From an optimization exercise on the open Yosys and OpenROAD flow, aimed at small area and a short achievable clock period; shortcuts taken in it are not production practice. The RTL was checked by simulation tests, not by an equivalence proof against the original design. Power figures rest on the tool's default switching activity, not on a simulated workload.

[flow/flow/run.sh]
#!/bin/bash
set -euo pipefail
MARGIN=$(python3 -c "print(round(${FLOW_PERIOD_NS} - 12.5, 3))")
bash standard.sh SETUP_SLACK_MARGIN=$MARGIN "BUFFER_PORTS_ARGS=-buffer_cell sky130_fd_sc_hd__buf_1" finish > standard_flow.log 2>&1
[flow/standard.sh]
#!/bin/bash
# synth_recipe.tcl (not shown) runs the flow's synth.tcl, then flattens the netlist and writes it again
# the make line also repeats each setting of config.mk as NAME=value (left out here)
make -C /OpenROAD-flow-scripts/flow DESIGN_CONFIG=/design/flow/config.mk WORK_HOME=/design/flow/orfs CLKGATE_MAP_FILE= SYNTH_SCRIPT=/design/flow/synth_recipe.tcl "${@:-finish}"
[flow/config.mk]
export PLATFORM = sky130hd
export DESIGN_NAME = CPU
export DESIGN_NICKNAME = CPU
export VERILOG_FILES = /design/flow/design.v
export SDC_FILE = /design/flow/constraint.sdc
export NUM_CORES = 4
export LEC_CHECK = 0
export ABC_AREA = 1
export CAP_MARGIN = 20
export CORE_MARGIN = 2
export CORE_UTILIZATION = 40
export SLEW_MARGIN = 20
export SYNTH_HIERARCHICAL = 1
[flow/constraint.sdc]
create_clock -name core_clock -period 32.0 [get_ports {clock}]
set_input_delay 6.4000 -clock core_clock [delete_from_list [all_inputs] [get_ports {clock}]]
set_output_delay 6.4000 -clock core_clock [all_outputs]
set_load 0.01 [all_outputs]
[flow/design.v]
module CPU(clock,reset,MemData,MemOut,rd,wr,PC,IR,MBR,AC,MAR,SR);
input clock;
input reset;
input signed [15:0] MemData;
output reg signed [15:0] MemOut;
output reg [10:0] PC,MAR;
output reg signed [15:0] IR,MBR;
output signed [15:0] AC;
output reg wr,rd;
output [3:0] SR;    
reg [2:0] state;
reg signed [15:0] ACr;      
reg [3:0] SRr;
reg accSel;                 
wire [3:0] op = IR[15:12];
wire       m  = IR[11];
wire        ld   = (op == 4'h1);
wire        sub  = (op == 4'h4);
wire        ls   = ld | (op == 4'h3) | sub;   
wire        mul  = (op == 4'h5);
wire        dv   = (op == 4'h6);
wire        sa   = ACr[15];
wire [15:0] lorA;
assign lorA[0] = 1'b0;
genvar ga;
generate
  for (ga = 1; ga < 16; ga = ga + 1) begin : la
    assign lorA[ga] = |ACr[ga-1:0];
  end
endgenerate
wire [15:0] absa = {16{dv}} & (ACr ^ ({16{sa}} & lorA));
reg  [15:0] absAr;
always @(posedge clock) absAr <= absa;
wire [15:0] d1, B1c;
wire        cin1;
wire [4:0] s3_r, s3_q;
cpu_s3 u_s3(.MemData(MemData), .IRlo(IR[11:0]), .dv(dv), .sub(sub), .absAr(absAr),
            .ACr(ACr), .d1(d1), .cin1(cin1), .B1c(B1c), .r_out(s3_r), .q_out(s3_q));
reg [15:0] B1r;
reg        cinr, d1s;
always @(posedge clock)
  if (state == 3'd3) begin
    B1r <= B1c; cinr <= cin1; d1s <= d1[15];
  end
reg [4:0] p1r, p1q;
always @(posedge clock) begin
  p1r <= s3_r;
  p1q <= s3_q;
end
wire [13:0] s4_r;
wire [8:0] s4_q;
cpu_s4 u_s4(.p1r(p1r), .absAr(absAr), .ACr(ACr), .B1r(B1r), .cinr(cinr), .dv(dv),
            .r_out(s4_r), .q_out(s4_q));
reg [13:0] p2r;
reg [13:0] p2q;
always @(posedge clock) begin
  p2r <= s4_r;
  p2q <= {p1q, s4_q};
end
wire [15:0] res;
wire [3:0]  resf;
cpu_s0 u_s0(.p2r(p2r), .p2q(p2q), .absAr(absAr), .ACr(ACr), .SRr(SRr), .accSel(accSel),
            .B1r(B1r), .cinr(cinr), .d1s(d1s), .dv(dv), .mul(mul), .ls(ls), .ld(ld), .sub(sub),
            .res(res), .resf(resf), .AC(AC), .SR(SR));
always @(posedge clock) begin
  if (reset) begin
    PC <= 0; MAR <= 0; IR <= 0; MBR <= 0; ACr <= 0; MemOut <= 0; SRr <= 0;
    rd <= 1; wr <= 0;
    accSel <= 0;
    state <= 0;
  end else
  case (state)
  0: begin
    rd <= 1; wr <= 0;
    MAR <= PC;
    if (accSel) begin
      ACr <= res;
      SRr <= resf;
    end
    accSel <= 0;
    state <= 1;
  end
  1: begin
    rd <= 1; wr <= 0;
    IR <= MemData;
    PC <= PC + 1'b1;
    state <= 2;
  end
  2: begin
    if (m) MAR <= IR[10:0];
    state <= 3;
  end
  3: begin
    state <= 4;
    case (op)
      4'h1, 4'h3, 4'h4, 4'h5, 4'h6: MBR <= d1;
      4'h2: begin MBR <= ACr; rd <= 0; wr <= 1; end
      4'h7: begin PC <= MAR; state <= 0; end
      4'h8: if (SRr[3]) begin PC <= MAR; state <= 0; end
      default: ;
    endcase
  end
  4: begin
    state <= 0;
    case (op)
      4'h2: MemOut <= MBR;
      4'h1, 4'h3, 4'h4, 4'h5, 4'h6: accSel <= 1'b1;
      default: ;
    endcase
  end
  default: state <= 0;
  endcase
end
endmodule
module cpu_s3(input [15:0] MemData, input [11:0] IRlo, input dv, input sub,
              input [15:0] absAr, input [15:0] ACr,
              output [15:0] d1, output cin1, output [15:0] B1c,
              output [4:0] r_out, output [4:0] q_out);
assign d1   = IRlo[11] ? MemData : {5'b0, IRlo[10:0]};    
assign cin1 = (dv & ~d1[15]) | sub;
assign B1c  = d1 ^ {16{cin1}};
wire w1 = absAr[15] & B1c[0];
wire w2 = absAr[15] | B1c[0];
wire w3 = w1 | (w2 & cin1);
wire w4 = w2 & 1'b0;
wire w5 = w3 & (d1[15] ? (&d1[15:1]) : ~(|d1[15:1]));
wire w6 = dv ? w5 : ACr[15];
wire [0:0] r7;
assign r7[0] = absAr[15] ^ (w6 & (B1c[0] ^ cin1));
wire w8 = absAr[14] & B1c[0];
wire w9 = absAr[14] | B1c[0];
wire w10 = r7[0] & B1c[1];
wire w11 = r7[0] | B1c[1];
wire w12 = w8 | (w9 & cin1);
wire w13 = w9 & 1'b0;
wire w14 = w10 | (w11 & w12);
wire w15 = w11 & w13;
wire w16 = w14 & (d1[15] ? (&d1[15:2]) : ~(|d1[15:2]));
wire w17 = dv ? w16 : ACr[14];
wire [1:0] r18;
assign r18[0] = absAr[14] ^ (w17 & (B1c[0] ^ cin1));
assign r18[1] = r7[0] ^ (w17 & (B1c[1] ^ w12));
wire w19 = absAr[13] & B1c[0];
wire w20 = absAr[13] | B1c[0];
wire w21 = r18[0] & B1c[1];
wire w22 = r18[0] | B1c[1];
wire w23 = r18[1] & B1c[2];
wire w24 = r18[1] | B1c[2];
wire w25 = w19 | (w20 & cin1);
wire w26 = w20 & 1'b0;
wire w27 = w23 | (w24 & w21);
wire w28 = w24 & w22;
wire w29 = w21 | (w22 & w25);
wire w30 = w22 & w26;
wire w31 = w27 | (w28 & w25);
wire w32 = w28 & w26;
wire w33 = w31 & (d1[15] ? (&d1[15:3]) : ~(|d1[15:3]));
wire w34 = dv ? w33 : ACr[13];
wire [2:0] r35;
assign r35[0] = absAr[13] ^ (w34 & (B1c[0] ^ cin1));
assign r35[1] = r18[0] ^ (w34 & (B1c[1] ^ w25));
assign r35[2] = r18[1] ^ (w34 & (B1c[2] ^ w29));
wire w36 = absAr[12] & B1c[0];
wire w37 = absAr[12] | B1c[0];
wire w38 = r35[0] & B1c[1];
wire w39 = r35[0] | B1c[1];
wire w40 = r35[1] & B1c[2];
wire w41 = r35[1] | B1c[2];
wire w42 = r35[2] & B1c[3];
wire w43 = r35[2] | B1c[3];
wire w44 = w36 | (w37 & cin1);
wire w45 = w37 & 1'b0;
wire w46 = w40 | (w41 & w38);
wire w47 = w41 & w39;
wire w48 = w38 | (w39 & w44);
wire w49 = w39 & w45;
wire w50 = w46 | (w47 & w44);
wire w51 = w47 & w45;
wire w52 = w42 | (w43 & w50);
wire w53 = w43 & w51;
wire w54 = w52 & (d1[15] ? (&d1[15:4]) : ~(|d1[15:4]));
wire w55 = dv ? w54 : ACr[12];
wire [3:0] r56;
assign r56[0] = absAr[12] ^ (w55 & (B1c[0] ^ cin1));
assign r56[1] = r35[0] ^ (w55 & (B1c[1] ^ w44));
assign r56[2] = r35[1] ^ (w55 & (B1c[2] ^ w48));
assign r56[3] = r35[2] ^ (w55 & (B1c[3] ^ w50));
wire w57 = absAr[11] & B1c[0];
wire w58 = absAr[11] | B1c[0];
wire w59 = r56[0] & B1c[1];
wire w60 = r56[0] | B1c[1];
wire w61 = r56[1] & B1c[2];
wire w62 = r56[1] | B1c[2];
wire w63 = r56[2] & B1c[3];
wire w64 = r56[2] | B1c[3];
wire w65 = r56[3] & B1c[4];
wire w66 = r56[3] | B1c[4];
wire w67 = w57 | (w58 & cin1);
wire w68 = w58 & 1'b0;
wire w69 = w61 | (w62 & w59);
wire w70 = w62 & w60;
wire w71 = w65 | (w66 & w63);
wire w72 = w66 & w64;
wire w73 = w59 | (w60 & w67);
wire w74 = w60 & w68;
wire w75 = w69 | (w70 & w67);
wire w76 = w70 & w68;
wire w77 = w63 | (w64 & w75);
wire w78 = w64 & w76;
wire w79 = w71 | (w72 & w75);
wire w80 = w72 & w76;
wire w81 = w79 & (d1[15] ? (&d1[15:5]) : ~(|d1[15:5]));
wire w82 = dv ? w81 : ACr[11];
wire [4:0] r83;
assign r83[0] = absAr[11] ^ (w82 & (B1c[0] ^ cin1));
assign r83[1] = r56[0] ^ (w82 & (B1c[1] ^ w67));
assign r83[2] = r56[1] ^ (w82 & (B1c[2] ^ w73));
assign r83[3] = r56[2] ^ (w82 & (B1c[3] ^ w75));
assign r83[4] = r56[3] ^ (w82 & (B1c[4] ^ w77));
assign r_out = r83;
assign q_out = {w5, w16, w33, w54, w81};
endmodule
module cpu_s4(input [4:0] p1r, input [15:0] absAr, input [15:0] ACr,
              input [15:0] B1r, input cinr, input dv,
              output [13:0] r_out, output [8:0] q_out);
wire w84 = absAr[10] & B1r[0];
wire w85 = absAr[10] | B1r[0];
wire w86 = p1r[0] & B1r[1];
wire w87 = p1r[0] | B1r[1];
wire w88 = p1r[1] & B1r[2];
wire w89 = p1r[1] | B1r[2];
wire w90 = p1r[2] & B1r[3];
wire w91 = p1r[2] | B1r[3];
wire w92 = p1r[3] & B1r[4];
wire w93 = p1r[3] | B1r[4];
wire w94 = p1r[4] & B1r[5];
wire w95 = p1r[4] | B1r[5];
wire w96 = w84 | (w85 & cinr);
wire w97 = w85 & 1'b0;
wire w98 = w88 | (w89 & w86);
wire w99 = w89 & w87;
wire w100 = w92 | (w93 & w90);
wire w101 = w93 & w91;
wire w102 = w86 | (w87 & w96);
wire w103 = w87 & w97;
wire w104 = w98 | (w99 & w96);
wire w105 = w99 & w97;
wire w106 = w94 | (w95 & w100);
wire w107 = w95 & w101;
wire w108 = w90 | (w91 & w104);
wire w109 = w91 & w105;
wire w110 = w100 | (w101 & w104);
wire w111 = w101 & w105;
wire w112 = w106 | (w107 & w104);
wire w113 = w107 & w105;
wire w114 = w112 & (&B1r[15:6]);
wire w115 = dv ? w114 : ACr[10];
wire [5:0] r116;
assign r116[0] = absAr[10] ^ (w115 & (B1r[0] ^ cinr));
assign r116[1] = p1r[0] ^ (w115 & (B1r[1] ^ w96));
assign r116[2] = p1r[1] ^ (w115 & (B1r[2] ^ w102));
assign r116[3] = p1r[2] ^ (w115 & (B1r[3] ^ w104));
assign r116[4] = p1r[3] ^ (w115 & (B1r[4] ^ w108));
assign r116[5] = p1r[4] ^ (w115 & (B1r[5] ^ w110));
wire w117 = absAr[9] & B1r[0];
wire w118 = absAr[9] | B1r[0];
wire w119 = r116[0] & B1r[1];
wire w120 = r116[0] | B1r[1];
wire w121 = r116[1] & B1r[2];
wire w122 = r116[1] | B1r[2];
wire w123 = r116[2] & B1r[3];
wire w124 = r116[2] | B1r[3];
wire w125 = r116[3] & B1r[4];
wire w126 = r116[3] | B1r[4];
wire w127 = r116[4] & B1r[5];
wire w128 = r116[4] | B1r[5];
wire w129 = r116[5] & B1r[6];
wire w130 = r116[5] | B1r[6];
wire w131 = w117 | (w118 & cinr);
wire w132 = w118 & 1'b0;
wire w133 = w121 | (w122 & w119);
wire w134 = w122 & w120;
wire w135 = w125 | (w126 & w123);
wire w136 = w126 & w124;
wire w137 = w129 | (w130 & w127);
wire w138 = w130 & w128;
wire w139 = w119 | (w120 & w131);
wire w140 = w120 & w132;
wire w141 = w133 | (w134 & w131);
wire w142 = w134 & w132;
wire w143 = w127 | (w128 & w135);
wire w144 = w128 & w136;
wire w145 = w137 | (w138 & w135);
wire w146 = w138 & w136;
wire w147 = w123 | (w124 & w141);
wire w148 = w124 & w142;
wire w149 = w135 | (w136 & w141);
wire w150 = w136 & w142;
wire w151 = w143 | (w144 & w141);
wire w152 = w144 & w142;
wire w153 = w145 | (w146 & w141);
wire w154 = w146 & w142;
wire w155 = w153 & (&B1r[15:7]);
wire w156 = dv ? w155 : ACr[9];
wire [6:0] r157;
assign r157[0] = absAr[9] ^ (w156 & (B1r[0] ^ cinr));
assign r157[1] = r116[0] ^ (w156 & (B1r[1] ^ w131));
assign r157[2] = r116[1] ^ (w156 & (B1r[2] ^ w139));
assign r157[3] = r116[2] ^ (w156 & (B1r[3] ^ w141));
assign r157[4] = r116[3] ^ (w156 & (B1r[4] ^ w147));
assign r157[5] = r116[4] ^ (w156 & (B1r[5] ^ w149));
assign r157[6] = r116[5] ^ (w156 & (B1r[6] ^ w151));
wire w158 = absAr[8] & B1r[0];
wire w159 = absAr[8] | B1r[0];
wire w160 = r157[0] & B1r[1];
wire w161 = r157[0] | B1r[1];
wire w162 = r157[1] & B1r[2];
wire w163 = r157[1] | B1r[2];
wire w164 = r157[2] & B1r[3];
wire w165 = r157[2] | B1r[3];
wire w166 = r157[3] & B1r[4];
wire w167 = r157[3] | B1r[4];
wire w168 = r157[4] & B1r[5];
wire w169 = r157[4] | B1r[5];
wire w170 = r157[5] & B1r[6];
wire w171 = r157[5] | B1r[6];
wire w172 = r157[6] & B1r[7];
wire w173 = r157[6] | B1r[7];
wire w174 = w158 | (w159 & cinr);
wire w175 = w159 & 1'b0;
wire w176 = w162 | (w163 & w160);
wire w177 = w163 & w161;
wire w178 = w166 | (w167 & w164);
wire w179 = w167 & w165;
wire w180 = w170 | (w171 & w168);
wire w181 = w171 & w169;
wire w182 = w160 | (w161 & w174);
wire w183 = w161 & w175;
wire w184 = w176 | (w177 & w174);
wire w185 = w177 & w175;
wire w186 = w168 | (w169 & w178);
wire w187 = w169 & w179;
wire w188 = w180 | (w181 & w178);
wire w189 = w181 & w179;
wire w190 = w164 | (w165 & w184);
wire w191 = w165 & w185;
wire w192 = w178 | (w179 & w184);
wire w193 = w179 & w185;
wire w194 = w186 | (w187 & w184);
wire w195 = w187 & w185;
wire w196 = w188 | (w189 & w184);
wire w197 = w189 & w185;
wire w198 = w172 | (w173 & w196);
wire w199 = w173 & w197;
wire w200 = w198 & (&B1r[15:8]);
wire w201 = dv ? w200 : ACr[8];
wire [7:0] r202;
assign r202[0] = absAr[8] ^ (w201 & (B1r[0] ^ cinr));
assign r202[1] = r157[0] ^ (w201 & (B1r[1] ^ w174));
assign r202[2] = r157[1] ^ (w201 & (B1r[2] ^ w182));
assign r202[3] = r157[2] ^ (w201 & (B1r[3] ^ w184));
assign r202[4] = r157[3] ^ (w201 & (B1r[4] ^ w190));
assign r202[5] = r157[4] ^ (w201 & (B1r[5] ^ w192));
assign r202[6] = r157[5] ^ (w201 & (B1r[6] ^ w194));
assign r202[7] = r157[6] ^ (w201 & (B1r[7] ^ w196));
wire w203 = absAr[7] & B1r[0];
wire w204 = absAr[7] | B1r[0];
wire w205 = r202[0] & B1r[1];
wire w206 = r202[0] | B1r[1];
wire w207 = r202[1] & B1r[2];
wire w208 = r202[1] | B1r[2];
wire w209 = r202[2] & B1r[3];
wire w210 = r202[2] | B1r[3];
wire w211 = r202[3] & B1r[4];
wire w212 = r202[3] | B1r[4];
wire w213 = r202[4] & B1r[5];
wire w214 = r202[4] | B1r[5];
wire w215 = r202[5] & B1r[6];
wire w216 = r202[5] | B1r[6];
wire w217 = r202[6] & B1r[7];
wire w218 = r202[6] | B1r[7];
wire w219 = r202[7] & B1r[8];
wire w220 = r202[7] | B1r[8];
wire w221 = w203 | (w204 & cinr);
wire w222 = w204 & 1'b0;
wire w223 = w207 | (w208 & w205);
wire w224 = w208 & w206;
wire w225 = w211 | (w212 & w209);
wire w226 = w212 & w210;
wire w227 = w215 | (w216 & w213);
wire w228 = w216 & w214;
wire w229 = w219 | (w220 & w217);
wire w230 = w220 & w218;
wire w231 = w205 | (w206 & w221);
wire w232 = w206 & w222;
wire w233 = w223 | (w224 & w221);
wire w234 = w224 & w222;
wire w235 = w213 | (w214 & w225);
wire w236 = w214 & w226;
wire w237 = w227 | (w228 & w225);
wire w238 = w228 & w226;
wire w239 = w209 | (w210 & w233);
wire w240 = w210 & w234;
wire w241 = w225 | (w226 & w233);
wire w242 = w226 & w234;
wire w243 = w235 | (w236 & w233);
wire w244 = w236 & w234;
wire w245 = w237 | (w238 & w233);
wire w246 = w238 & w234;
wire w247 = w217 | (w218 & w245);
wire w248 = w218 & w246;
wire w249 = w229 | (w230 & w245);
wire w250 = w230 & w246;
wire w251 = w249 & (&B1r[15:9]);
wire w252 = dv ? w251 : ACr[7];
wire [8:0] r253;
assign r253[0] = absAr[7] ^ (w252 & (B1r[0] ^ cinr));
assign r253[1] = r202[0] ^ (w252 & (B1r[1] ^ w221));
assign r253[2] = r202[1] ^ (w252 & (B1r[2] ^ w231));
assign r253[3] = r202[2] ^ (w252 & (B1r[3] ^ w233));
assign r253[4] = r202[3] ^ (w252 & (B1r[4] ^ w239));
assign r253[5] = r202[4] ^ (w252 & (B1r[5] ^ w241));
assign r253[6] = r202[5] ^ (w252 & (B1r[6] ^ w243));
assign r253[7] = r202[6] ^ (w252 & (B1r[7] ^ w245));
assign r253[8] = r202[7] ^ (w252 & (B1r[8] ^ w247));
wire w254 = absAr[6] & B1r[0];
wire w255 = absAr[6] | B1r[0];
wire w256 = r253[0] & B1r[1];
wire w257 = r253[0] | B1r[1];
wire w258 = r253[1] & B1r[2];
wire w259 = r253[1] | B1r[2];
wire w260 = r253[2] & B1r[3];
wire w261 = r253[2] | B1r[3];
wire w262 = r253[3] & B1r[4];
wire w263 = r253[3] | B1r[4];
wire w264 = r253[4] & B1r[5];
wire w265 = r253[4] | B1r[5];
wire w266 = r253[5] & B1r[6];
wire w267 = r253[5] | B1r[6];
wire w268 = r253[6] & B1r[7];
wire w269 = r253[6] | B1r[7];
wire w270 = r253[7] & B1r[8];
wire w271 = r253[7] | B1r[8];
wire w272 = r253[8] & B1r[9];
wire w273 = r253[8] | B1r[9];
wire w274 = w254 | (w255 & cinr);
wire w275 = w255 & 1'b0;
wire w276 = w258 | (w259 & w256);
wire w277 = w259 & w257;
wire w278 = w262 | (w263 & w260);
wire w279 = w263 & w261;
wire w280 = w266 | (w267 & w264);
wire w281 = w267 & w265;
wire w282 = w270 | (w271 & w268);
wire w283 = w271 & w269;
wire w284 = w256 | (w257 & w274);
wire w285 = w257 & w275;
wire w286 = w276 | (w277 & w274);
wire w287 = w277 & w275;
wire w288 = w264 | (w265 & w278);
wire w289 = w265 & w279;
wire w290 = w280 | (w281 & w278);
wire w291 = w281 & w279;
wire w292 = w272 | (w273 & w282);
wire w293 = w273 & w283;
wire w294 = w260 | (w261 & w286);
wire w295 = w261 & w287;
wire w296 = w278 | (w279 & w286);
wire w297 = w279 & w287;
wire w298 = w288 | (w289 & w286);
wire w299 = w289 & w287;
wire w300 = w290 | (w291 & w286);
wire w301 = w291 & w287;
wire w302 = w268 | (w269 & w300);
wire w303 = w269 & w301;
wire w304 = w282 | (w283 & w300);
wire w305 = w283 & w301;
wire w306 = w292 | (w293 & w300);
wire w307 = w293 & w301;
wire w308 = w306 & (&B1r[15:10]);
wire w309 = dv ? w308 : ACr[6];
wire [9:0] r310;
assign r310[0] = absAr[6] ^ (w309 & (B1r[0] ^ cinr));
assign r310[1] = r253[0] ^ (w309 & (B1r[1] ^ w274));
assign r310[2] = r253[1] ^ (w309 & (B1r[2] ^ w284));
assign r310[3] = r253[2] ^ (w309 & (B1r[3] ^ w286));
assign r310[4] = r253[3] ^ (w309 & (B1r[4] ^ w294));
assign r310[5] = r253[4] ^ (w309 & (B1r[5] ^ w296));
assign r310[6] = r253[5] ^ (w309 & (B1r[6] ^ w298));
assign r310[7] = r253[6] ^ (w309 & (B1r[7] ^ w300));
assign r310[8] = r253[7] ^ (w309 & (B1r[8] ^ w302));
assign r310[9] = r253[8] ^ (w309 & (B1r[9] ^ w304));
wire w311 = absAr[5] & B1r[0];
wire w312 = absAr[5] | B1r[0];
wire w313 = r310[0] & B1r[1];
wire w314 = r310[0] | B1r[1];
wire w315 = r310[1] & B1r[2];
wire w316 = r310[1] | B1r[2];
wire w317 = r310[2] & B1r[3];
wire w318 = r310[2] | B1r[3];
wire w319 = r310[3] & B1r[4];
wire w320 = r310[3] | B1r[4];
wire w321 = r310[4] & B1r[5];
wire w322 = r310[4] | B1r[5];
wire w323 = r310[5] & B1r[6];
wire w324 = r310[5] | B1r[6];
wire w325 = r310[6] & B1r[7];
wire w326 = r310[6] | B1r[7];
wire w327 = r310[7] & B1r[8];
wire w328 = r310[7] | B1r[8];
wire w329 = r310[8] & B1r[9];
wire w330 = r310[8] | B1r[9];
wire w331 = r310[9] & B1r[10];
wire w332 = r310[9] | B1r[10];
wire w333 = w311 | (w312 & cinr);
wire w334 = w312 & 1'b0;
wire w335 = w315 | (w316 & w313);
wire w336 = w316 & w314;
wire w337 = w319 | (w320 & w317);
wire w338 = w320 & w318;
wire w339 = w323 | (w324 & w321);
wire w340 = w324 & w322;
wire w341 = w327 | (w328 & w325);
wire w342 = w328 & w326;
wire w343 = w331 | (w332 & w329);
wire w344 = w332 & w330;
wire w345 = w313 | (w314 & w333);
wire w346 = w314 & w334;
wire w347 = w335 | (w336 & w333);
wire w348 = w336 & w334;
wire w349 = w321 | (w322 & w337);
wire w350 = w322 & w338;
wire w351 = w339 | (w340 & w337);
wire w352 = w340 & w338;
wire w353 = w329 | (w330 & w341);
wire w354 = w330 & w342;
wire w355 = w343 | (w344 & w341);
wire w356 = w344 & w342;
wire w357 = w317 | (w318 & w347);
wire w358 = w318 & w348;
wire w359 = w337 | (w338 & w347);
wire w360 = w338 & w348;
wire w361 = w349 | (w350 & w347);
wire w362 = w350 & w348;
wire w363 = w351 | (w352 & w347);
wire w364 = w352 & w348;
wire w365 = w325 | (w326 & w363);
wire w366 = w326 & w364;
wire w367 = w341 | (w342 & w363);
wire w368 = w342 & w364;
wire w369 = w353 | (w354 & w363);
wire w370 = w354 & w364;
wire w371 = w355 | (w356 & w363);
wire w372 = w356 & w364;
wire w373 = w371 & (&B1r[15:11]);
wire w374 = dv ? w373 : ACr[5];
wire [10:0] r375;
assign r375[0] = absAr[5] ^ (w374 & (B1r[0] ^ cinr));
assign r375[1] = r310[0] ^ (w374 & (B1r[1] ^ w333));
assign r375[2] = r310[1] ^ (w374 & (B1r[2] ^ w345));
assign r375[3] = r310[2] ^ (w374 & (B1r[3] ^ w347));
assign r375[4] = r310[3] ^ (w374 & (B1r[4] ^ w357));
assign r375[5] = r310[4] ^ (w374 & (B1r[5] ^ w359));
assign r375[6] = r310[5] ^ (w374 & (B1r[6] ^ w361));
assign r375[7] = r310[6] ^ (w374 & (B1r[7] ^ w363));
assign r375[8] = r310[7] ^ (w374 & (B1r[8] ^ w365));
assign r375[9] = r310[8] ^ (w374 & (B1r[9] ^ w367));
assign r375[10] = r310[9] ^ (w374 & (B1r[10] ^ w369));
wire w376 = absAr[4] & B1r[0];
wire w377 = absAr[4] | B1r[0];
wire w378 = r375[0] & B1r[1];
wire w379 = r375[0] | B1r[1];
wire w380 = r375[1] & B1r[2];
wire w381 = r375[1] | B1r[2];
wire w382 = r375[2] & B1r[3];
wire w383 = r375[2] | B1r[3];
wire w384 = r375[3] & B1r[4];
wire w385 = r375[3] | B1r[4];
wire w386 = r375[4] & B1r[5];
wire w387 = r375[4] | B1r[5];
wire w388 = r375[5] & B1r[6];
wire w389 = r375[5] | B1r[6];
wire w390 = r375[6] & B1r[7];
wire w391 = r375[6] | B1r[7];
wire w392 = r375[7] & B1r[8];
wire w393 = r375[7] | B1r[8];
wire w394 = r375[8] & B1r[9];
wire w395 = r375[8] | B1r[9];
wire w396 = r375[9] & B1r[10];
wire w397 = r375[9] | B1r[10];
wire w398 = r375[10] & B1r[11];
wire w399 = r375[10] | B1r[11];
wire w400 = w376 | (w377 & cinr);
wire w401 = w377 & 1'b0;
wire w402 = w380 | (w381 & w378);
wire w403 = w381 & w379;
wire w404 = w384 | (w385 & w382);
wire w405 = w385 & w383;
wire w406 = w388 | (w389 & w386);
wire w407 = w389 & w387;
wire w408 = w392 | (w393 & w390);
wire w409 = w393 & w391;
wire w410 = w396 | (w397 & w394);
wire w411 = w397 & w395;
wire w412 = w378 | (w379 & w400);
wire w413 = w379 & w401;
wire w414 = w402 | (w403 & w400);
wire w415 = w403 & w401;
wire w416 = w386 | (w387 & w404);
wire w417 = w387 & w405;
wire w418 = w406 | (w407 & w404);
wire w419 = w407 & w405;
wire w420 = w394 | (w395 & w408);
wire w421 = w395 & w409;
wire w422 = w410 | (w411 & w408);
wire w423 = w411 & w409;
wire w424 = w382 | (w383 & w414);
wire w425 = w383 & w415;
wire w426 = w404 | (w405 & w414);
wire w427 = w405 & w415;
wire w428 = w416 | (w417 & w414);
wire w429 = w417 & w415;
wire w430 = w418 | (w419 & w414);
wire w431 = w419 & w415;
wire w432 = w398 | (w399 & w422);
wire w433 = w399 & w423;
wire w434 = w390 | (w391 & w430);
wire w435 = w391 & w431;
wire w436 = w408 | (w409 & w430);
wire w437 = w409 & w431;
wire w438 = w420 | (w421 & w430);
wire w439 = w421 & w431;
wire w440 = w422 | (w423 & w430);
wire w441 = w423 & w431;
wire w442 = w432 | (w433 & w430);
wire w443 = w433 & w431;
wire w444 = w442 & (&B1r[15:12]);
wire w445 = dv ? w444 : ACr[4];
wire [11:0] r446;
assign r446[0] = absAr[4] ^ (w445 & (B1r[0] ^ cinr));
assign r446[1] = r375[0] ^ (w445 & (B1r[1] ^ w400));
assign r446[2] = r375[1] ^ (w445 & (B1r[2] ^ w412));
assign r446[3] = r375[2] ^ (w445 & (B1r[3] ^ w414));
assign r446[4] = r375[3] ^ (w445 & (B1r[4] ^ w424));
assign r446[5] = r375[4] ^ (w445 & (B1r[5] ^ w426));
assign r446[6] = r375[5] ^ (w445 & (B1r[6] ^ w428));
assign r446[7] = r375[6] ^ (w445 & (B1r[7] ^ w430));
assign r446[8] = r375[7] ^ (w445 & (B1r[8] ^ w434));
assign r446[9] = r375[8] ^ (w445 & (B1r[9] ^ w436));
assign r446[10] = r375[9] ^ (w445 & (B1r[10] ^ w438));
assign r446[11] = r375[10] ^ (w445 & (B1r[11] ^ w440));
wire w447 = absAr[3] & B1r[0];
wire w448 = absAr[3] | B1r[0];
wire w449 = r446[0] & B1r[1];
wire w450 = r446[0] | B1r[1];
wire w451 = r446[1] & B1r[2];
wire w452 = r446[1] | B1r[2];
wire w453 = r446[2] & B1r[3];
wire w454 = r446[2] | B1r[3];
wire w455 = r446[3] & B1r[4];
wire w456 = r446[3] | B1r[4];
wire w457 = r446[4] & B1r[5];
wire w458 = r446[4] | B1r[5];
wire w459 = r446[5] & B1r[6];
wire w460 = r446[5] | B1r[6];
wire w461 = r446[6] & B1r[7];
wire w462 = r446[6] | B1r[7];
wire w463 = r446[7] & B1r[8];
wire w464 = r446[7] | B1r[8];
wire w465 = r446[8] & B1r[9];
wire w466 = r446[8] | B1r[9];
wire w467 = r446[9] & B1r[10];
wire w468 = r446[9] | B1r[10];
wire w469 = r446[10] & B1r[11];
wire w470 = r446[10] | B1r[11];
wire w471 = r446[11] & B1r[12];
wire w472 = r446[11] | B1r[12];
wire w473 = w447 | (w448 & cinr);
wire w474 = w448 & 1'b0;
wire w475 = w451 | (w452 & w449);
wire w476 = w452 & w450;
wire w477 = w455 | (w456 & w453);
wire w478 = w456 & w454;
wire w479 = w459 | (w460 & w457);
wire w480 = w460 & w458;
wire w481 = w463 | (w464 & w461);
wire w482 = w464 & w462;
wire w483 = w467 | (w468 & w465);
wire w484 = w468 & w466;
wire w485 = w471 | (w472 & w469);
wire w486 = w472 & w470;
wire w487 = w449 | (w450 & w473);
wire w488 = w450 & w474;
wire w489 = w475 | (w476 & w473);
wire w490 = w476 & w474;
wire w491 = w457 | (w458 & w477);
wire w492 = w458 & w478;
wire w493 = w479 | (w480 & w477);
wire w494 = w480 & w478;
wire w495 = w465 | (w466 & w481);
wire w496 = w466 & w482;
wire w497 = w483 | (w484 & w481);
wire w498 = w484 & w482;
wire w499 = w453 | (w454 & w489);
wire w500 = w454 & w490;
wire w501 = w477 | (w478 & w489);
wire w502 = w478 & w490;
wire w503 = w491 | (w492 & w489);
wire w504 = w492 & w490;
wire w505 = w493 | (w494 & w489);
wire w506 = w494 & w490;
wire w507 = w469 | (w470 & w497);
wire w508 = w470 & w498;
wire w509 = w485 | (w486 & w497);
wire w510 = w486 & w498;
wire w511 = w461 | (w462 & w505);
wire w512 = w462 & w506;
wire w513 = w481 | (w482 & w505);
wire w514 = w482 & w506;
wire w515 = w495 | (w496 & w505);
wire w516 = w496 & w506;
wire w517 = w497 | (w498 & w505);
wire w518 = w498 & w506;
wire w519 = w507 | (w508 & w505);
wire w520 = w508 & w506;
wire w521 = w509 | (w510 & w505);
wire w522 = w510 & w506;
wire w523 = w521 & (&B1r[15:13]);
wire w524 = dv ? w523 : ACr[3];
wire [12:0] r525;
assign r525[0] = absAr[3] ^ (w524 & (B1r[0] ^ cinr));
assign r525[1] = r446[0] ^ (w524 & (B1r[1] ^ w473));
assign r525[2] = r446[1] ^ (w524 & (B1r[2] ^ w487));
assign r525[3] = r446[2] ^ (w524 & (B1r[3] ^ w489));
assign r525[4] = r446[3] ^ (w524 & (B1r[4] ^ w499));
assign r525[5] = r446[4] ^ (w524 & (B1r[5] ^ w501));
assign r525[6] = r446[5] ^ (w524 & (B1r[6] ^ w503));
assign r525[7] = r446[6] ^ (w524 & (B1r[7] ^ w505));
assign r525[8] = r446[7] ^ (w524 & (B1r[8] ^ w511));
assign r525[9] = r446[8] ^ (w524 & (B1r[9] ^ w513));
assign r525[10] = r446[9] ^ (w524 & (B1r[10] ^ w515));
assign r525[11] = r446[10] ^ (w524 & (B1r[11] ^ w517));
assign r525[12] = r446[11] ^ (w524 & (B1r[12] ^ w519));
wire w526 = absAr[2] & B1r[0];
wire w527 = absAr[2] | B1r[0];
wire w528 = r525[0] & B1r[1];
wire w529 = r525[0] | B1r[1];
wire w530 = r525[1] & B1r[2];
wire w531 = r525[1] | B1r[2];
wire w532 = r525[2] & B1r[3];
wire w533 = r525[2] | B1r[3];
wire w534 = r525[3] & B1r[4];
wire w535 = r525[3] | B1r[4];
wire w536 = r525[4] & B1r[5];
wire w537 = r525[4] | B1r[5];
wire w538 = r525[5] & B1r[6];
wire w539 = r525[5] | B1r[6];
wire w540 = r525[6] & B1r[7];
wire w541 = r525[6] | B1r[7];
wire w542 = r525[7] & B1r[8];
wire w543 = r525[7] | B1r[8];
wire w544 = r525[8] & B1r[9];
wire w545 = r525[8] | B1r[9];
wire w546 = r525[9] & B1r[10];
wire w547 = r525[9] | B1r[10];
wire w548 = r525[10] & B1r[11];
wire w549 = r525[10] | B1r[11];
wire w550 = r525[11] & B1r[12];
wire w551 = r525[11] | B1r[12];
wire w552 = r525[12] & B1r[13];
wire w553 = r525[12] | B1r[13];
wire w554 = w526 | (w527 & cinr);
wire w555 = w527 & 1'b0;
wire w556 = w530 | (w531 & w528);
wire w557 = w531 & w529;
wire w558 = w534 | (w535 & w532);
wire w559 = w535 & w533;
wire w560 = w538 | (w539 & w536);
wire w561 = w539 & w537;
wire w562 = w542 | (w543 & w540);
wire w563 = w543 & w541;
wire w564 = w546 | (w547 & w544);
wire w565 = w547 & w545;
wire w566 = w550 | (w551 & w548);
wire w567 = w551 & w549;
wire w568 = w528 | (w529 & w554);
wire w569 = w529 & w555;
wire w570 = w556 | (w557 & w554);
wire w571 = w557 & w555;
wire w572 = w536 | (w537 & w558);
wire w573 = w537 & w559;
wire w574 = w560 | (w561 & w558);
wire w575 = w561 & w559;
wire w576 = w544 | (w545 & w562);
wire w577 = w545 & w563;
wire w578 = w564 | (w565 & w562);
wire w579 = w565 & w563;
wire w580 = w552 | (w553 & w566);
wire w581 = w553 & w567;
wire w582 = w532 | (w533 & w570);
wire w583 = w533 & w571;
wire w584 = w558 | (w559 & w570);
wire w585 = w559 & w571;
wire w586 = w572 | (w573 & w570);
wire w587 = w573 & w571;
wire w588 = w574 | (w575 & w570);
wire w589 = w575 & w571;
wire w590 = w548 | (w549 & w578);
wire w591 = w549 & w579;
wire w592 = w566 | (w567 & w578);
wire w593 = w567 & w579;
wire w594 = w580 | (w581 & w578);
wire w595 = w581 & w579;
wire w596 = w540 | (w541 & w588);
wire w597 = w541 & w589;
wire w598 = w562 | (w563 & w588);
wire w599 = w563 & w589;
wire w600 = w576 | (w577 & w588);
wire w601 = w577 & w589;
wire w602 = w578 | (w579 & w588);
wire w603 = w579 & w589;
wire w604 = w590 | (w591 & w588);
wire w605 = w591 & w589;
wire w606 = w592 | (w593 & w588);
wire w607 = w593 & w589;
wire w608 = w594 | (w595 & w588);
wire w609 = w595 & w589;
wire w610 = w608 & (&B1r[15:14]);
wire w611 = dv ? w610 : ACr[2];
wire [13:0] r612;
assign r612[0] = absAr[2] ^ (w611 & (B1r[0] ^ cinr));
assign r612[1] = r525[0] ^ (w611 & (B1r[1] ^ w554));
assign r612[2] = r525[1] ^ (w611 & (B1r[2] ^ w568));
assign r612[3] = r525[2] ^ (w611 & (B1r[3] ^ w570));
assign r612[4] = r525[3] ^ (w611 & (B1r[4] ^ w582));
assign r612[5] = r525[4] ^ (w611 & (B1r[5] ^ w584));
assign r612[6] = r525[5] ^ (w611 & (B1r[6] ^ w586));
assign r612[7] = r525[6] ^ (w611 & (B1r[7] ^ w588));
assign r612[8] = r525[7] ^ (w611 & (B1r[8] ^ w596));
assign r612[9] = r525[8] ^ (w611 & (B1r[9] ^ w598));
assign r612[10] = r525[9] ^ (w611 & (B1r[10] ^ w600));
assign r612[11] = r525[10] ^ (w611 & (B1r[11] ^ w602));
assign r612[12] = r525[11] ^ (w611 & (B1r[12] ^ w604));
assign r612[13] = r525[12] ^ (w611 & (B1r[13] ^ w606));
assign r_out = r612;
assign q_out = {w114, w155, w200, w251, w308, w373, w444, w523, w610};
endmodule
module cpu_s0(input [13:0] p2r, input [13:0] p2q, input [15:0] absAr,
              input [15:0] ACr, input [3:0] SRr, input accSel,
              input [15:0] B1r, input cinr, input d1s,
              input dv, input mul, input ls, input ld, input sub,
              output [15:0] res, output [3:0] resf, output [15:0] AC, output [3:0] SR);
wire w613 = absAr[1] & B1r[0];
wire w614 = absAr[1] | B1r[0];
wire w615 = p2r[0] & B1r[1];
wire w616 = p2r[0] | B1r[1];
wire w617 = p2r[1] & B1r[2];
wire w618 = p2r[1] | B1r[2];
wire w619 = p2r[2] & B1r[3];
wire w620 = p2r[2] | B1r[3];
wire w621 = p2r[3] & B1r[4];
wire w622 = p2r[3] | B1r[4];
wire w623 = p2r[4] & B1r[5];
wire w624 = p2r[4] | B1r[5];
wire w625 = p2r[5] & B1r[6];
wire w626 = p2r[5] | B1r[6];
wire w627 = p2r[6] & B1r[7];
wire w628 = p2r[6] | B1r[7];
wire w629 = p2r[7] & B1r[8];
wire w630 = p2r[7] | B1r[8];
wire w631 = p2r[8] & B1r[9];
wire w632 = p2r[8] | B1r[9];
wire w633 = p2r[9] & B1r[10];
wire w634 = p2r[9] | B1r[10];
wire w635 = p2r[10] & B1r[11];
wire w636 = p2r[10] | B1r[11];
wire w637 = p2r[11] & B1r[12];
wire w638 = p2r[11] | B1r[12];
wire w639 = p2r[12] & B1r[13];
wire w640 = p2r[12] | B1r[13];
wire w641 = p2r[13] & B1r[14];
wire w642 = p2r[13] | B1r[14];
wire w643 = w613 | (w614 & cinr);
wire w644 = w614 & 1'b0;
wire w645 = w617 | (w618 & w615);
wire w646 = w618 & w616;
wire w647 = w621 | (w622 & w619);
wire w648 = w622 & w620;
wire w649 = w625 | (w626 & w623);
wire w650 = w626 & w624;
wire w651 = w629 | (w630 & w627);
wire w652 = w630 & w628;
wire w653 = w633 | (w634 & w631);
wire w654 = w634 & w632;
wire w655 = w637 | (w638 & w635);
wire w656 = w638 & w636;
wire w657 = w641 | (w642 & w639);
wire w658 = w642 & w640;
wire w659 = w615 | (w616 & w643);
wire w660 = w616 & w644;
wire w661 = w645 | (w646 & w643);
wire w662 = w646 & w644;
wire w663 = w623 | (w624 & w647);
wire w664 = w624 & w648;
wire w665 = w649 | (w650 & w647);
wire w666 = w650 & w648;
wire w667 = w631 | (w632 & w651);
wire w668 = w632 & w652;
wire w669 = w653 | (w654 & w651);
wire w670 = w654 & w652;
wire w671 = w639 | (w640 & w655);
wire w672 = w640 & w656;
wire w673 = w657 | (w658 & w655);
wire w674 = w658 & w656;
wire w675 = w619 | (w620 & w661);
wire w676 = w620 & w662;
wire w677 = w647 | (w648 & w661);
wire w678 = w648 & w662;
wire w679 = w663 | (w664 & w661);
wire w680 = w664 & w662;
wire w681 = w665 | (w666 & w661);
wire w682 = w666 & w662;
wire w683 = w635 | (w636 & w669);
wire w684 = w636 & w670;
wire w685 = w655 | (w656 & w669);
wire w686 = w656 & w670;
wire w687 = w671 | (w672 & w669);
wire w688 = w672 & w670;
wire w689 = w673 | (w674 & w669);
wire w690 = w674 & w670;
wire w691 = w627 | (w628 & w681);
wire w692 = w628 & w682;
wire w693 = w651 | (w652 & w681);
wire w694 = w652 & w682;
wire w695 = w667 | (w668 & w681);
wire w696 = w668 & w682;
wire w697 = w669 | (w670 & w681);
wire w698 = w670 & w682;
wire w699 = w683 | (w684 & w681);
wire w700 = w684 & w682;
wire w701 = w685 | (w686 & w681);
wire w702 = w686 & w682;
wire w703 = w687 | (w688 & w681);
wire w704 = w688 & w682;
wire w705 = w689 | (w690 & w681);
wire w706 = w690 & w682;
wire w707 = w705 & (&B1r[15:15]);
wire w708 = dv ? w707 : ACr[1];
wire [14:0] r709;
assign r709[0] = absAr[1] ^ (w708 & (B1r[0] ^ cinr));
assign r709[1] = p2r[0] ^ (w708 & (B1r[1] ^ w643));
assign r709[2] = p2r[1] ^ (w708 & (B1r[2] ^ w659));
assign r709[3] = p2r[2] ^ (w708 & (B1r[3] ^ w661));
assign r709[4] = p2r[3] ^ (w708 & (B1r[4] ^ w675));
assign r709[5] = p2r[4] ^ (w708 & (B1r[5] ^ w677));
assign r709[6] = p2r[5] ^ (w708 & (B1r[6] ^ w679));
assign r709[7] = p2r[6] ^ (w708 & (B1r[7] ^ w681));
assign r709[8] = p2r[7] ^ (w708 & (B1r[8] ^ w691));
assign r709[9] = p2r[8] ^ (w708 & (B1r[9] ^ w693));
assign r709[10] = p2r[9] ^ (w708 & (B1r[10] ^ w695));
assign r709[11] = p2r[10] ^ (w708 & (B1r[11] ^ w697));
assign r709[12] = p2r[11] ^ (w708 & (B1r[12] ^ w699));
assign r709[13] = p2r[12] ^ (w708 & (B1r[13] ^ w701));
assign r709[14] = p2r[13] ^ (w708 & (B1r[14] ^ w703));
wire w710 = ls ? (~ld & ACr[0]) : absAr[0];
wire w711 = ls ? (~ld & ACr[1]) : r709[0];
wire w712 = ls ? (~ld & ACr[2]) : r709[1];
wire w713 = ls ? (~ld & ACr[3]) : r709[2];
wire w714 = ls ? (~ld & ACr[4]) : r709[3];
wire w715 = ls ? (~ld & ACr[5]) : r709[4];
wire w716 = ls ? (~ld & ACr[6]) : r709[5];
wire w717 = ls ? (~ld & ACr[7]) : r709[6];
wire w718 = ls ? (~ld & ACr[8]) : r709[7];
wire w719 = ls ? (~ld & ACr[9]) : r709[8];
wire w720 = ls ? (~ld & ACr[10]) : r709[9];
wire w721 = ls ? (~ld & ACr[11]) : r709[10];
wire w722 = ls ? (~ld & ACr[12]) : r709[11];
wire w723 = ls ? (~ld & ACr[13]) : r709[12];
wire w724 = ls ? (~ld & ACr[14]) : r709[13];
wire w725 = ls ? (~ld & ACr[15]) : r709[14];
wire w726 = w710 & B1r[0];
wire w727 = w710 | B1r[0];
wire w728 = w711 & B1r[1];
wire w729 = w711 | B1r[1];
wire w730 = w712 & B1r[2];
wire w731 = w712 | B1r[2];
wire w732 = w713 & B1r[3];
wire w733 = w713 | B1r[3];
wire w734 = w714 & B1r[4];
wire w735 = w714 | B1r[4];
wire w736 = w715 & B1r[5];
wire w737 = w715 | B1r[5];
wire w738 = w716 & B1r[6];
wire w739 = w716 | B1r[6];
wire w740 = w717 & B1r[7];
wire w741 = w717 | B1r[7];
wire w742 = w718 & B1r[8];
wire w743 = w718 | B1r[8];
wire w744 = w719 & B1r[9];
wire w745 = w719 | B1r[9];
wire w746 = w720 & B1r[10];
wire w747 = w720 | B1r[10];
wire w748 = w721 & B1r[11];
wire w749 = w721 | B1r[11];
wire w750 = w722 & B1r[12];
wire w751 = w722 | B1r[12];
wire w752 = w723 & B1r[13];
wire w753 = w723 | B1r[13];
wire w754 = w724 & B1r[14];
wire w755 = w724 | B1r[14];
wire w756 = w725 & B1r[15];
wire w757 = w725 | B1r[15];
wire w758 = w726 | (w727 & cinr);
wire w759 = w727 & 1'b0;
wire w760 = w730 | (w731 & w728);
wire w761 = w731 & w729;
wire w762 = w734 | (w735 & w732);
wire w763 = w735 & w733;
wire w764 = w738 | (w739 & w736);
wire w765 = w739 & w737;
wire w766 = w742 | (w743 & w740);
wire w767 = w743 & w741;
wire w768 = w746 | (w747 & w744);
wire w769 = w747 & w745;
wire w770 = w750 | (w751 & w748);
wire w771 = w751 & w749;
wire w772 = w754 | (w755 & w752);
wire w773 = w755 & w753;
wire w774 = w728 | (w729 & w758);
wire w775 = w729 & w759;
wire w776 = w760 | (w761 & w758);
wire w777 = w761 & w759;
wire w778 = w736 | (w737 & w762);
wire w779 = w737 & w763;
wire w780 = w764 | (w765 & w762);
wire w781 = w765 & w763;
wire w782 = w744 | (w745 & w766);
wire w783 = w745 & w767;
wire w784 = w768 | (w769 & w766);
wire w785 = w769 & w767;
wire w786 = w752 | (w753 & w770);
wire w787 = w753 & w771;
wire w788 = w772 | (w773 & w770);
wire w789 = w773 & w771;
wire w790 = w732 | (w733 & w776);
wire w791 = w733 & w777;
wire w792 = w762 | (w763 & w776);
wire w793 = w763 & w777;
wire w794 = w778 | (w779 & w776);
wire w795 = w779 & w777;
wire w796 = w780 | (w781 & w776);
wire w797 = w781 & w777;
wire w798 = w748 | (w749 & w784);
wire w799 = w749 & w785;
wire w800 = w770 | (w771 & w784);
wire w801 = w771 & w785;
wire w802 = w786 | (w787 & w784);
wire w803 = w787 & w785;
wire w804 = w788 | (w789 & w784);
wire w805 = w789 & w785;
wire w806 = w740 | (w741 & w796);
wire w807 = w741 & w797;
wire w808 = w766 | (w767 & w796);
wire w809 = w767 & w797;
wire w810 = w782 | (w783 & w796);
wire w811 = w783 & w797;
wire w812 = w784 | (w785 & w796);
wire w813 = w785 & w797;
wire w814 = w798 | (w799 & w796);
wire w815 = w799 & w797;
wire w816 = w800 | (w801 & w796);
wire w817 = w801 & w797;
wire w818 = w802 | (w803 & w796);
wire w819 = w803 & w797;
wire w820 = w804 | (w805 & w796);
wire w821 = w805 & w797;
wire w822 = w756 | (w757 & w820);
wire w823 = w757 & w821;
wire w824 = w822 & 1'b1;
wire lastc = w822;     
wire w825 = dv ? w824 : (~mul | ACr[0]);
wire [15:0] r826;
assign r826[0] = w710 ^ (w825 & (B1r[0] ^ cinr));
assign r826[1] = w711 ^ (w825 & (B1r[1] ^ w758));
assign r826[2] = w712 ^ (w825 & (B1r[2] ^ w774));
assign r826[3] = w713 ^ (w825 & (B1r[3] ^ w776));
assign r826[4] = w714 ^ (w825 & (B1r[4] ^ w790));
assign r826[5] = w715 ^ (w825 & (B1r[5] ^ w792));
assign r826[6] = w716 ^ (w825 & (B1r[6] ^ w794));
assign r826[7] = w717 ^ (w825 & (B1r[7] ^ w796));
assign r826[8] = w718 ^ (w825 & (B1r[8] ^ w806));
assign r826[9] = w719 ^ (w825 & (B1r[9] ^ w808));
assign r826[10] = w720 ^ (w825 & (B1r[10] ^ w810));
assign r826[11] = w721 ^ (w825 & (B1r[11] ^ w812));
assign r826[12] = w722 ^ (w825 & (B1r[12] ^ w814));
assign r826[13] = w723 ^ (w825 & (B1r[13] ^ w816));
assign r826[14] = w724 ^ (w825 & (B1r[14] ^ w818));
assign r826[15] = w725 ^ (w825 & (B1r[15] ^ w820));
wire [15:0] qu = {p2q, w707, w824};
wire [15:0] prod = r826;             
wire        sa   = ACr[15];
wire        dz   = cinr & (&B1r);           
wire        negq = sa ^ d1s;
wire [15:0] lowor;
assign lowor[0] = 1'b0;
genvar gi;
generate
  for (gi = 1; gi < 16; gi = gi + 1) begin : lo
    assign lowor[gi] = |qu[gi-1:0];
  end
endgenerate
wire [15:0] quot  = dz ? 16'd0 : (qu ^ ({16{negq}} & lowor));
assign      res   = dv ? quot : prod;
wire        resz  = dv ? (dz | ~|qu) : ~|prod;
wire        as_   = ls & ~ld;
wire        resc  = as_ & (lastc ^ sub);
wire        resv  = as_ & (ACr[15] == B1r[15]) & (prod[15] != ACr[15]);
assign      resf  = {resz, res[15], resc, resv};
assign AC = accSel ? res : ACr;
assign SR = accSel ? resf : SRr;
endmodule
==> summary.txt, run 1 <==
top area cells in the synthesized netlist=sky130_fd_sc_hd__nand2_1, sky130_fd_sc_hd__dfxtp_1, sky130_fd_sc_hd__nand3_1; sinks on the clock net=around 170; number of I/O pins=110; Worst Path Arrival=approximately 5.5 ns; Vert. Die Dim=between 200 and 250 um; layout net count=~3,100; post-synth design cell area=roughly 17,000 um2; Design Power=0.5580 mW; initial antenna violation count=0; Synth Register Bits=around 170; number of remaining DRC errors=0; most common cell after layout, fill and taps aside=sky130_fd_sc_hd__nand2_1; Worst path most repeated cell=sky130_fd_sc_hd__nand2_1; via count of the first global-routing pass=17,180; worst rel slew slack=approximately 38%; Max Buffers Root-to-Sink=2; sum of overflow across all layers after global routing=0; type of the most critical hold path=register to register; area enclosed by the die boundary=about 45,000 um2; reg-to-reg slack, setup=20.65 ns; Avg Cell Area, Syn=approximately 5.7 um2; worst slew pin tran=just over 0.9 ns; number of distinct standard cells referenced by the synthesized netlist=54; Fin Setup TNS=0 ns; async set-reset flop share out of synthesis=0%; final design utilization=between 40% and 50%; number of endpoints with negative hold slack in the final report=0; number of inserted diodes=0; Most used DFF post-synth=sky130_fd_sc_hd__dfxtp_1; die boundary width=211.9 um; total CTS buffers=17; ratio of total power to cell area=between 20 and 30 nW/um2; number of DRC markers after the initial detailed-route iteration=between 1,000 and 1,500; post-detailed-route via-to-cell ratio=5.121; aggregate routed wire length=between 50 and 60 mm; slowest cell delay on critical path=between 0.4 and 0.5 ns; Peak supply drop=a little over 0.04 mV; endpoint class of the critical path=output pin; Port Buffers=between 100 and 150; Max Freq=around 84 MHz; Worst EP required=25.60 ns; post-route cell area=about 19,000 um2; Layout Area Growth over Synthesis=8.431%; leakage power=9.543 nW; Yosys top cell area share=23.75%; detail-routed net length per standard cell=~16 um; Worst-path clk slew=roughly 0.07 ns; number of vias in the routed layout=around 19,000; sequential element share of the synthesized area=20.49%; Clock Skew=just over 0.02 ns; post-detail-place hpwl=44.39 mm; overall global routing resource usage=between 20% and 30%; Max-cap violations=0; post-synth top area cell=sky130_fd_sc_hd__nand2_1; run status=complete, no violations; nets in the synthesized netlist=around 3,100; initial cell density of the core=40.32%; worst setup path class=register to output pin; slowest stage cell on the critical path=sky130_fd_sc_hd__dfxtp_1; count of flip-flops with a built-in enable after synthesis=18; warning count from the yosys run=7; tightest hold margin=0.3189 ns; cell area reported after detailed placement=between 15,000 and 20,000 um2; Row Count=76; source-to-sink clock delay at the later pin of the worst-skew pair=about 0.46 ns; most frequent cells in the layout=sky130_fd_sc_hd__nand2_1, sky130_fd_sc_hd__inv_1, sky130_fd_sc_hd__nand3_1, sky130_fd_sc_hd__nor2_1, sky130_fd_sc_hd__dfxtp_1; Max Transition Viols Final=0; unrepaired setup endpoints after global routing=yes; count of mapped cells out of synthesis=3,037; cell at the root of the clock tree=sky130_fd_sc_hd__clkbuf_16; number of routed nets with antenna violations=0; layout cells sized above 1=between 10% and 20%; Clock H-tree levels=4; crit path time final=~12 ns; maximum number of pins on one net before global-route repair=38; routability-driven placement congestion ratio=~0.96; CTS tree=done; wire length of the first global-routing pass=89.45 mm; Pre-antenna DRT Iters=6; startpoint types=register; final-report setup violation count=0; core area=42,890 um2; number of fill cells=4,734; final critical-path share of the clock period=37.31%; peak fanout along the critical path=37
-- path summary, 6_finish.rpt --
check	cells after the start	endpoint	startpoint
setup / recovery	30	SR[3]	IR[13]
hold / removal	0	p2q[9]	p1q[0]
setup reg to reg	93	p2r[9]	IR[13]
hold reg to reg	0	p2q[9]	p1q[0]
-- per-stage QoR --
step / worst slack, ns / cells
2_1_floorplan: 22.22 / 3037
3_3_place_gp: 19.68 / 3639
3_5_place_dp: 19.42 / 3639
4_1_cts: 19.57 / 3671
5_1_grt: 19.42 / 3700
6_report: 20.06 / 3700
-- modules after synthesis, one instance, submodules excluded --
| module | cells | times used |
|---|---|---|
| cpu_s3 | 334 | 1 |
| cpu_s4 | 1294 | 1 |
| cpu_s0 | 691 | 1 |
| CPU | 718 | 1 |
-- cell usage after synthesis, types with 10 or more instances --
cell type,number
sky130_fd_sc_hd__o21ai_1,50
sky130_fd_sc_hd__dfxtp_1,150
sky130_fd_sc_hd__buf_2,23
sky130_fd_sc_hd__inv_2,42
sky130_fd_sc_hd__nand2_1,1094
sky130_fd_sc_hd__xor2_1,92
sky130_fd_sc_hd__edfxtp_1,18
sky130_fd_sc_hd__buf_4,29
sky130_fd_sc_hd__nor3_1,11
sky130_fd_sc_hd__nor2_1,214
sky130_fd_sc_hd__nor2_2,32
sky130_fd_sc_hd__a21oi_1,126
sky130_fd_sc_hd__nand4_1,14
sky130_fd_sc_hd__inv_1,366
sky130_fd_sc_hd__nand3_2,56
sky130_fd_sc_hd__nand3_1,339
sky130_fd_sc_hd__buf_6,23
sky130_fd_sc_hd__nand3b_1,23
sky130_fd_sc_hd__nand2_2,73
sky130_fd_sc_hd__clkbuf_1,19
sky130_fd_sc_hd__o22ai_1,10
sky130_fd_sc_hd__nand2_4,12
sky130_fd_sc_hd__o21ai_0,111
-- metal layers --
layer / part of all wire (%) / track usage, %
met1: 44 / 31.74
met2: 47 / 42.61
met3: 4.4 / 2.018
met4: 5.0 / 13.38
met5: 0 / 0
-- flip-flops by register name (all words and copies together) (netlist names), 3 cells and up --
name    count
ACr        16
B1r        16
IR         16
MBR        16
MemOut     16
absAr      16
p2q        14
p2r        14
MAR        11
PC         11
p1q         5
p1r         5
SRr         4
state       3
-- worst max-delay path, delay by kind of cell (launching register included) --
kind | cells | cell delay (ns)
flops | 1 | 0.42
buf+inv | 5 | 1.16
simple gates | 25 | 3.47
-- power by group --
group	internal, mW	total [mW]	switching (mW)
logic	0.0331	0.121	0.0881
clock network	0.108	0.211	0.103
registers	0.219	0.226	0.00679
total	0.360	0.558	0.198
-- cells by family after synthesis --
| logic type | synth area share, % |
|---|---|
| simple gates | 49.53 |
| buf+inv | 14.23 |
| compound gates | 10.23 |
| flops | 20.49 |
| xor+xnor | 5.435 |
| fa+ha+maj | 0.07235 |
-- timing repair --
item	in CTS	in global routing
pin swaps	0	8
buffers inserted	0	21
endpoints found under the setup margin	14	34
gates resized for setup	1	40
gates cloned	0	8
hold buffers	0	0
-- cell type report --
class	instances	area (um2)	area share [%]
Clock buffer	18	439.2	2.342
Clock inverter	14	166.4	0.8876
Inverter	419	1595	8.509
Multi-Input combinational cell	2346	11550	61.59
Sequential cell	168	3543	18.90
Tap cell	585	732.0	3.904
Timing Repair Buffer	150	724.4	3.864
==> inputs of run 2 (changes only) <==
==> flow/flow/run.sh (replaced) <==
#!/bin/bash
# The standard layout (standard.sh: unchanged synthesis and steps) with two
# settings passed to ORFS:
set -euo pipefail
MARGIN=$(python3 -c "print(round(${FLOW_PERIOD_NS} - 12.5, 3))")
bash standard.sh SETUP_SLACK_MARGIN=$MARGIN "BUFFER_PORTS_ARGS=-buffer_cell sky130_fd_sc_hd__buf_1" finish > standard_flow.log 2>&1
==> run 2 against run 1 <==
Routed wire length unchanged. Synthesized cell count unchanged. First-iteration DRC count unchanged. Critical path type unchanged.
==> summary.txt, run 2 <==
run status=complete, no violations; part of the power in combinational logic=21.7% (about the same); Setup crit end=SR[3]; Worst Path Arrival=5.54 ns (about the same); wire length of the first global-routing pass=89.45 mm (unchanged); Peak supply drop=0.04075 mV (unchanged); source-to-sink clock delay at the later pin of the worst-skew pair=0.46 ns (about the same); HP Start=p1q[0]; # placed instances=3,639 (unchanged); Worst path most repeated cell=sky130_fd_sc_hd__nand2_1; Vert. Die Dim=211.9 um (unchanged); async set-reset flop share out of synthesis=0% (unchanged); reg-to-reg slack, setup=20.65 ns (about the same); number of endpoints with negative hold slack in the final report=0 (unchanged); number of fill cells=4,734 (unchanged); total CTS buffers=17 (unchanged); routability-driven placement congestion ratio=0.9604 (unchanged); unrepaired setup endpoints after global routing=yes; Most used DFF post-synth=sky130_fd_sc_hd__dfxtp_1; Clock Skew=0.02024 ns (unchanged); slowest cell delay on critical path=0.42 ns (about the same); Worst Reg-to-Reg Cells=93 (unchanged); final design utilization=43.72% (unchanged); Sequential Power Share=40.5% (about the same); post-synth design cell area=17,290 um2 (unchanged); CTS tree=done; most common cell after layout, fill and taps aside=sky130_fd_sc_hd__nand2_1; number of vias in the routed layout=18,950 (unchanged); Worst EP required=25.60 ns (about the same); sequential element share of the synthesized area=20.49% (unchanged); NetSw=0.1978 mW (unchanged); Max Transition Viols Final=0 (unchanged); startpoint types=register; worst slew pin tran=0.9288 ns (unchanged); number of I/O pins=110 (unchanged); cell area reported after detailed placement=17,700 um2 (unchanged); area enclosed by the die boundary=44,910 um2 (unchanged); Yosys top cell area share=23.75% (unchanged); post-placement worst setup slack=19.42 ns (unchanged); peak fanout along the critical path=37 (unchanged); detail-routed net length per standard cell=15.66 um (unchanged); type of the most critical hold path=register to register; number of remaining DRC errors=0 (unchanged); post-synth top area cell=sky130_fd_sc_hd__nand2_1; initial cell density of the core=40.32% (unchanged); endpoint class of the critical path=output pin; number of routed nets with antenna violations=0 (unchanged); Design Power=0.5580 mW (unchanged); number of inserted diodes=0 (unchanged); Row Count=76 (unchanged); crit path setup slack, layout=20.06 ns (unchanged); Port Buffers=109 (unchanged); cell at the root of the clock tree=sky130_fd_sc_hd__clkbuf_16; Max-cap violations=0 (unchanged); sw frac=35.44% (unchanged); Clock H-tree levels=4 (unchanged); startpoint of the worst register-to-register path=IR[13]; internal power of the cells=0.3603 mW (unchanged); Synth Register Bits=168 (unchanged); core area=42,890 um2 (unchanged); count of flip-flops with a built-in enable after synthesis=18 (unchanged); number of distinct standard cells referenced by the synthesized netlist=54 (unchanged); Pre-antenna DRT Iters=6 (unchanged); Worst setup startpoint=IR[13]; post-route cell area=18,750 um2 (unchanged); layout net count=3,121 (unchanged); layout cells sized above 1=11.27% (unchanged); tightest hold margin=0.3189 ns (unchanged); sum of overflow across all layers after global routing=0 (unchanged); most frequent cells in the layout=sky130_fd_sc_hd__nand2_1, sky130_fd_sc_hd__inv_1, sky130_fd_sc_hd__nand3_1, sky130_fd_sc_hd__nor2_1, sky130_fd_sc_hd__dfxtp_1; ratio of total power to cell area=29.77 nW/um2 (unchanged); crit path time final=11.94 ns (unchanged); Fin Setup TNS=0 ns (unchanged); nets in the synthesized netlist=3,056 (unchanged); number of DRC markers after the initial detailed-route iteration=1,305 (unchanged); most used standard cell by instance count after synthesis=sky130_fd_sc_hd__nand2_1; worst rel slew slack=37.85% (unchanged); die boundary width=211.9 um (unchanged); Avg Cell Area, Syn=5.693 um2 (unchanged); maximum number of pins on one net before global-route repair=38 (unchanged); endpoint of the worst-slack reg-to-reg timing path=p2r[9]; leakage power=9.543 nW (unchanged); cts hold-fix bufs=0 (unchanged); leading post-synthesis cells by instance count=sky130_fd_sc_hd__nand2_1, sky130_fd_sc_hd__inv_1, sky130_fd_sc_hd__nand3_1; sinks on the clock net=168 (unchanged); top area cells in the synthesized netlist=sky130_fd_sc_hd__nand2_1, sky130_fd_sc_hd__dfxtp_1, sky130_fd_sc_hd__nand3_1; count of mapped cells out of synthesis=3,037 (unchanged); Max Buffers Root-to-Sink=2 (unchanged); aggregate routed wire length=57.96 mm (unchanged); initial antenna violation count=0 (unchanged); Layout Area Growth over Synthesis=8.431% (unchanged); via count of the first global-routing pass=17,180 (unchanged); final critical-path share of the clock period=37.31% (unchanged); overall global routing resource usage=25.14% (unchanged); post-detail-place hpwl=44.39 mm (unchanged); clock network fraction of total power=37.7% (about the same); warning count from the yosys run=7 (unchanged); post-layout instance count excluding filler cells=3,700 (unchanged); Max Freq=83.75 MHz (unchanged); final-report setup violation count=0 (unchanged); slowest stage cell on the critical path=sky130_fd_sc_hd__dfxtp_1; worst setup path class=register to output pin; post-detailed-route via-to-cell ratio=5.121 (unchanged); Worst-path clk slew=0.07 ns (about the same)
## run 2: cell counts after synthesis
No cell type changed its count.
## run 2: layout make-up
type | instances | area (um2) | area share, %
Tap cell | 585 | 732.0 | 3.904
Clock inverter | 14 | 166.4 | 0.8876
Inverter | 419 | 1595 | 8.509
Sequential cell | 168 | 3543 | 18.90
Clock buffer | 18 | 439.2 | 2.342
Timing Repair Buffer | 150 | 724.4 | 3.864
Multi-Input combinational cell | 2346 | 11550 | 61.59
## run 2: kinds of logic after synthesis
logic type | count (synthesis) | share of synthesized area (%)
and+or+nand+nor | 1902 | 49.53
buffers and inverters | 531 | 14.23
AOI/OAI and AO/OA | 332 | 10.23
DFF | 168 | 20.49
xor gates and xnor gates | 103 | 5.435
adders and majority gates | 1 | 0.07235
## run 2: layer usage
metal | vias to the layer above | track usage [%] | part of all wire (%)
met5 | - | 0 | 0
met4 | 0 | 13.38 | 5.0
met1 | 8609 | 31.74 | 44
met2 | 546 | 42.61 | 47
li1 | 9660 | - | -
met3 | 132 | 2.018 | 4.4
## run 2: worst min path at each step
| stage | end | slack [ns] | depth (start not counted) |
|---|---|---|---|
| floorplan | p2q[10] | 0.31 | 0 |
| global placement | p2q[11] | 0.32 | 0 |
| detailed placement | p2q[13] | 0.31 | 0 |
| CTS | p2q[9] | 0.32 | 0 |
| global route | p2q[9] | 0.34 | 0 |
| finish | p2q[9] | 0.32 | 0 |
## run 2: modules after synthesis, one instance, submodules excluded
| module | cells inside | copies in the design | flops+latches | area, um2 |
|---|---|---|---|---|
| cpu_s4 | 1294 | 1 | 0 | 6260 |
| CPU | 718 | 1 | 168 | 6065 |
| cpu_s0 | 691 | 1 | 0 | 3293 |
| cpu_s3 | 334 | 1 | 0 | 1673 |
## run 2: worst max-delay path: cells and delay by family (launching register included)
kind | cells | cell delay (ns)
flops | 1 | 0.42
buf+inv | 5 | 1.16
simple gates | 25 | 3.47
## run 2: power groups by stage
| stage | clock, mW | sequential, mW | combinational [mW] |
|---|---|---|---|
| finish | 0.211 | 0.226 | 0.121 |
| global route | 0.222 | 0.227 | 0.135 |
| CTS | 0.213 | 0.227 | 0.117 |
| detailed placement | 0 | 0.232 | 0.116 |
| global placement | 0 | 0.232 | 0.115 |
| floorplan | 0 | 0.231 | 0.0871 |
## run 2: timing repair
action / in CTS / in global routing
gates cloned: 0 / 8
setup endpoints to repair: 14 / 34
pin swaps: 0 / 8
buffers inserted: 0 / 21
gates resized for setup: 1 / 40

## what the ideal ports hide
Ports are ideal in the flow. The routed layouts listed here were re-timed in OpenROAD.
Step 1 sets driving cells, clkbuf_16 on the clock port and buf_2 on the other inputs (assumed; they add their load-dependent delay and slew).
Step 2 moves the port delays by t, midway between the first and last clock arrival at a register: inputs arrive t later, outputs are due t later. That takes back most of the time a late clock gives input paths.
Slacks: ideal ports / drivers / drivers and shift; pairs: ideal ports / drivers.
run | shift t [ns] | setup WS [ns] | clock arrival spread, ns
run 1 | 0.501 | 20.060 / 20.007 / 20.508 | 0.020 / 0.020
run 2 | 0.501 | 20.060 / 20.007 / 20.508 | 0.020 / 0.020
After both steps setup and hold are still met in every run listed.
